Source: an optimization exercise on an open RTL-to-GDS flow (aim: small area, a short achievable clock period and few clock cycles). Production flows keep margins and buffers that such runs may drop. At most, simulation tests tie the RTL to the original design; equivalence was not proved. Power is estimated from default activity; no workload was simulated.

==> flow/design.v <==
module Integrate(
input clock,
input reset,enter,
input [7:0]Nin,
input prog_we,
input [4:0]prog_addr,
input [7:0]prog_data,
output halt,
output [7:0]Nout,
output inwait
);
reg [7:0] mem [0:31];
reg [4:0] FA;       
reg [4:0] OA;       
reg [7:0] IR;       
reg       iok;      
reg [7:0] XI;       
reg       vX;       
reg [7:0] OPR;      
reg       tk;       
reg       df;       
reg       ok;       
reg       inr;      
reg       started;  
reg [7:0] A;
reg       Z;        
wire [2:0] xop = XI[7:5];
wire [4:0] xa  = XI[4:0];
reg       halt_r, inwait_r;
assign halt   = halt_r;
assign inwait = inwait_r;
assign Nout   = A;
wire stall  = vX & ((xop == 3'd7) | ((xop == 3'd4) & ~(enter & started)));
wire xstore = vX & (xop == 3'd1) & reset;
reg [7:0] An;
reg       Zn;
wire [7:0] axo = A ^ OPR;
wire [7:0] aor = A | OPR;
wire       sum0 = (axo == {aor[6:0], 1'b0});
function [4:0] inc5;
	input [4:0] x;
	inc5 = {x[4] ^ (&x[3:0]), x[3] ^ (&x[2:0]), x[2] ^ (&x[1:0]), x[1] ^ x[0], ~x[0]};
endfunction
wire       xas = vX & ((xop == 3'd2) | (xop == 3'd3));
wire       xin = vX & (xop == 3'd4);
reg        Sf, Zf;
always @* begin
	Sf = A[7];
	Zf = Z;
	if (vX)
		case (xop)
		3'd0: begin Sf = OPR[7]; Zf = (OPR == 8'd0); end
		3'd4: Sf = Nin[7];
		default: ;
		endcase
end
always @* begin
	An = A;
	Zn = Z;
	if (vX)
		case (xop)
		3'd0: begin An = OPR; Zn = (OPR == 8'd0); end
		3'd2: begin An = A + OPR; Zn = sum0; end
		3'd3: begin An = A - OPR; Zn = (A == OPR); end
		3'd4: if (enter & started) begin An = Nin; Zn = (Nin == 8'd0); end
		default: ;
		endcase
end
wire [7:0] Oi    = tk ? OPR : IR;
wire       vO    = tk | iok;
reg  [7:0] rdF, rdO;
integer ri;
always @* begin
	rdF = 8'd0;
	rdO = 8'd0;
	for (ri = 0; ri < 32; ri = ri + 1) begin
		rdF = rdF | (mem[ri] & {8{FA == ri}});
		rdO = rdO | (mem[ri] & {8{OA == ri}});
	end
end
wire [7:0] opnd  = (xstore && xa == OA) ? A : rdO;
wire [7:0] fword = (xstore && xa == FA) ? A : rdF;
wire       hzn   = vO & (Oi[7:5] == 3'd1) & (Oi[4:0] == FA);
wire       tkn   = vO & ~xas & (((Oi[7:5] == 3'd5) & ~xin & Zf) | ((Oi[7:5] == 3'd6) & ~Sf));
wire       dfn   = vO & ((xas & ((Oi[7:5] == 3'd5) | (Oi[7:5] == 3'd6))) | (xin & (Oi[7:5] == 3'd5)));
wire       mis   = df & ((xop == 3'd5) ? Z : ~A[7]);
wire [4:0] OAn   = tkn ? opnd[4:0] : fword[4:0];
wire [4:0] FAn   = tkn ? inc5(Oi[4:0]) : (hzn ? FA : inc5(FA));
wire       wr0 = prog_we && prog_addr == 5'd0;
wire [7:0] w0 = wr0 ? prog_data : mem[0];
wire [7:0] w1 = (prog_we && prog_addr == 5'd1) ? prog_data : mem[1];
wire       cap = prog_we && inr && prog_addr == xa;
wire       ok_n = ~wr0 & (cap | (ok & inr));
wire [7:0] opr_p = cap ? prog_data : OPR;
wire       tk_p = ok_n & ((xop == 3'd5) | (xop == 3'd6));
wire       hz_p = ok_n & (xop == 3'd1) & (xa == 5'd1);
wire [4:0] waddr = prog_we ? prog_addr : xa;
wire [7:0] wdata = prog_we ? prog_data : A;
always @(posedge clock)
	if (prog_we | xstore)
		mem[waddr] <= wdata;
always @(posedge clock) begin
	inr <= ~reset;
	if (!reset) begin
		ok <= ok_n;
		OPR <= opr_p;
		XI <= w0;
		IR <= ok_n ? w1 : w0;
		vX <= ok_n;
		iok <= ~hz_p;
		tk <= tk_p;
		df <= 1'b0;
		FA <= tk_p ? inc5(xa) : (ok_n & ~hz_p) ? 5'd2 : 5'd1;
		OA <= tk_p ? opr_p[4:0] : ok_n ? w1[4:0] : w0[4:0];
	end else if (mis) begin
		vX <= 1'b0;
		df <= 1'b0;
		tk <= 1'b1;
		iok <= 1'b1;
		FA <= inc5(xa);
		OA <= OPR[4:0];
	end else if (!stall) begin
		IR <= fword;
		XI <= Oi;
		OPR <= opnd;
		vX <= vO;
		iok <= ~hzn;
		tk <= tkn;
		df <= dfn;
		FA <= FAn;
		OA <= OAn;
	end
end
always @(posedge clock, negedge reset) begin
	if (!reset) begin
		started <= 1'b0;
		halt_r <= 1'b0;
		inwait_r <= 1'b0;
		A <= 8'd0;
		Z <= 1'b1;
	end else begin
		started <= 1'b1;
		if (mis) begin
			halt_r <= 1'b0;
			inwait_r <= 1'b0;
		end else if (stall) begin
			halt_r <= vX & (xop == 3'd7);
			inwait_r <= vX & (xop == 3'd4);
		end else begin
			halt_r <= vO & (Oi[7:5] == 3'd7);
			inwait_r <= vO & (Oi[7:5] == 3'd4);
		end
		A <= An;
		Z <= Zn;
	end
end
endmodule
make LEC_CHECK=0 CAP_MARGIN=20 CORE_MARGIN=2 CORE_UTILIZATION=40 CTS_CLUSTER_DIAMETER=100 CTS_CLUSTER_SIZE=26 SETUP_SLACK_MARGIN=2.4 SLEW_MARGIN=20 finish   # period 5.0 ns
run.sh (not shown) runs the stock make flow with config.mk's settings and CLKGATE_MAP_FILE= SYNTH_SCRIPT=/design/flow/synth_recipe.tcl, a recipe that flattens the netlist after the stock synthesis.
Edit:
--- a/flow/design.v
+++ b/flow/design.v
@@ -69,21 +69,8 @@
 wire [7:0] Oi    = tk ? OPR : IR;
 wire       vO    = tk | iok;
-reg  [7:0] rdF, rdO;
-integer ri;
-always @* begin
-	rdF = 8'd0;
-	rdO = 8'd0;
-	for (ri = 0; ri < 32; ri = ri + 1) begin
-		rdF = rdF | (mem[ri] & {8{FA == ri}});
-		rdO = rdO | (mem[ri] & {8{OA == ri}});
-	end
-end
-wire [7:0] opnd  = (xstore && xa == OA) ? A : rdO;
-wire [7:0] fword = (xstore && xa == FA) ? A : rdF;
 wire       hzn   = vO & (Oi[7:5] == 3'd1) & (Oi[4:0] == FA);
 wire       tkn   = vO & ~xas & (((Oi[7:5] == 3'd5) & ~xin & Zf) | ((Oi[7:5] == 3'd6) & ~Sf));
 wire       dfn   = vO & ((xas & ((Oi[7:5] == 3'd5) | (Oi[7:5] == 3'd6))) | (xin & (Oi[7:5] == 3'd5)));
 wire       mis   = df & ((xop == 3'd5) ? Z : ~A[7]);
-wire [4:0] OAn   = tkn ? opnd[4:0] : fword[4:0];
 wire [4:0] FAn   = tkn ? inc5(Oi[4:0]) : (hzn ? FA : inc5(FA));
 wire       wr0 = prog_we && prog_addr == 5'd0;
@@ -95,4 +82,21 @@
 wire       tk_p = ok_n & ((xop == 3'd5) | (xop == 3'd6));
 wire       hz_p = ok_n & (xop == 3'd1) & (xa == 5'd1);
+wire [7:0] rdO   = mem[OA];
+wire [7:0] rdF   = mem[FA];
+wire       fwdO  = xstore && xa == OA;
+wire       fwdF  = xstore && xa == FA;
+wire       go    = reset & ~mis & ~stall;    
+wire       ld    = ~reset;                   
+wire       keep  = reset & ~go;              
+wire [7:0] IR_d  = (rdF & {8{go & ~fwdF}}) | (A & {8{go & fwdF}})
+                 | ((ok_n ? w1 : w0) & {8{ld}}) | (IR & {8{keep}});
+wire [7:0] OPR_d = (rdO & {8{go & ~fwdO}}) | (A & {8{go & fwdO}})
+                 | (opr_p & {8{ld}}) | (OPR & {8{keep}});
+wire [4:0] OA_p  = tk_p ? opr_p[4:0] : ok_n ? w1[4:0] : w0[4:0];
+wire       aO    = go & tkn & ~fwdO;
+wire       aF    = go & ~tkn & ~fwdF;
+wire       aA    = go & (tkn ? fwdO : fwdF);
+wire [4:0] OA_d  = (rdO[4:0] & {5{aO}}) | (rdF[4:0] & {5{aF}}) | (A[4:0] & {5{aA}})
+                 | (OA_p & {5{ld}}) | (OPR[4:0] & {5{reset & mis}}) | (OA & {5{reset & ~mis & stall}});
 wire [4:0] waddr = prog_we ? prog_addr : xa;
 wire [7:0] wdata = prog_we ? prog_data : A;
@@ -102,9 +106,10 @@
 always @(posedge clock) begin
 	inr <= ~reset;
+	IR <= IR_d;
+	OPR <= OPR_d;
+	OA <= OA_d;
 	if (!reset) begin
 		ok <= ok_n;
-		OPR <= opr_p;
 		XI <= w0;
-		IR <= ok_n ? w1 : w0;
 		vX <= ok_n;
 		iok <= ~hz_p;
@@ -112,5 +117,4 @@
 		df <= 1'b0;
 		FA <= tk_p ? inc5(xa) : (ok_n & ~hz_p) ? 5'd2 : 5'd1;
-		OA <= tk_p ? opr_p[4:0] : ok_n ? w1[4:0] : w0[4:0];
 	end else if (mis) begin
 		vX <= 1'b0;
@@ -119,9 +123,6 @@
 		iok <= 1'b1;
 		FA <= inc5(xa);
-		OA <= OPR[4:0];
 	end else if (!stall) begin
-		IR <= fword;
 		XI <= Oi;
-		OPR <= opnd;
 		vX <= vO;
 		iok <= ~hzn;
@@ -129,5 +130,4 @@
 		df <= dfn;
 		FA <= FAn;
-		OA <= OAn;
 	end
 end
After rerunning:
- The changed run went through all stages and came out clean
- utilization goes down by 4.3 points
- setup slack improved by 0.46 ns
- die area goes up by 4.1%
- design area goes down by 5.0%
- clock power goes down by about 10%
- area after synthesis goes up by about 4%
- first-iteration DRC count goes down by about 32%
- via count goes down by 21%
- register-to-register slack improved by 0.46 ns
- combinational power goes down by 3.7%
Testbench counts after the change, summed over its fixed seeds: cycles 11,140.
The RTL of the first run of this note was laid out without a check of its function.

[what the ideal ports hide]
How much do the figures lean on ideal ports? The routed layouts below were timed once more, with nothing changed but the port constraints.
Step 1, drivers: a clkbuf_16 drives clock and a buf_2 each remaining input, both assumed.
Step 2 adds t to the input delays and takes it off the output delays; t is the mean of the earliest and latest rising clock arrival at the registers after step 1. Input paths then give back, and output paths get back, about the clock's delay inside the block.
Three values: ideal, step 1, step 2; two values: the first two.
run | shift t [ns] | setup WS [ns] | worst hold slack (ns) | worst register clock-pin slew, ns | worst data-port slew with drivers (ns)
the first run | 0.605 | 1.914 / 1.914 / 1.732 | 0.431 / 0.390 / 0.530 | 0.12 / 0.12 | 0.05
the second run | 0.580 | 2.379 / 2.379 / 1.863 | 0.469 / 0.469 / 0.469 | 0.12 / 0.12 | 0.04
After both steps every run listed still meets setup and hold. For the second run, which loses most, drivers alone change the setup slack by 0.000 ns; drivers and shift together by -0.516 ns.
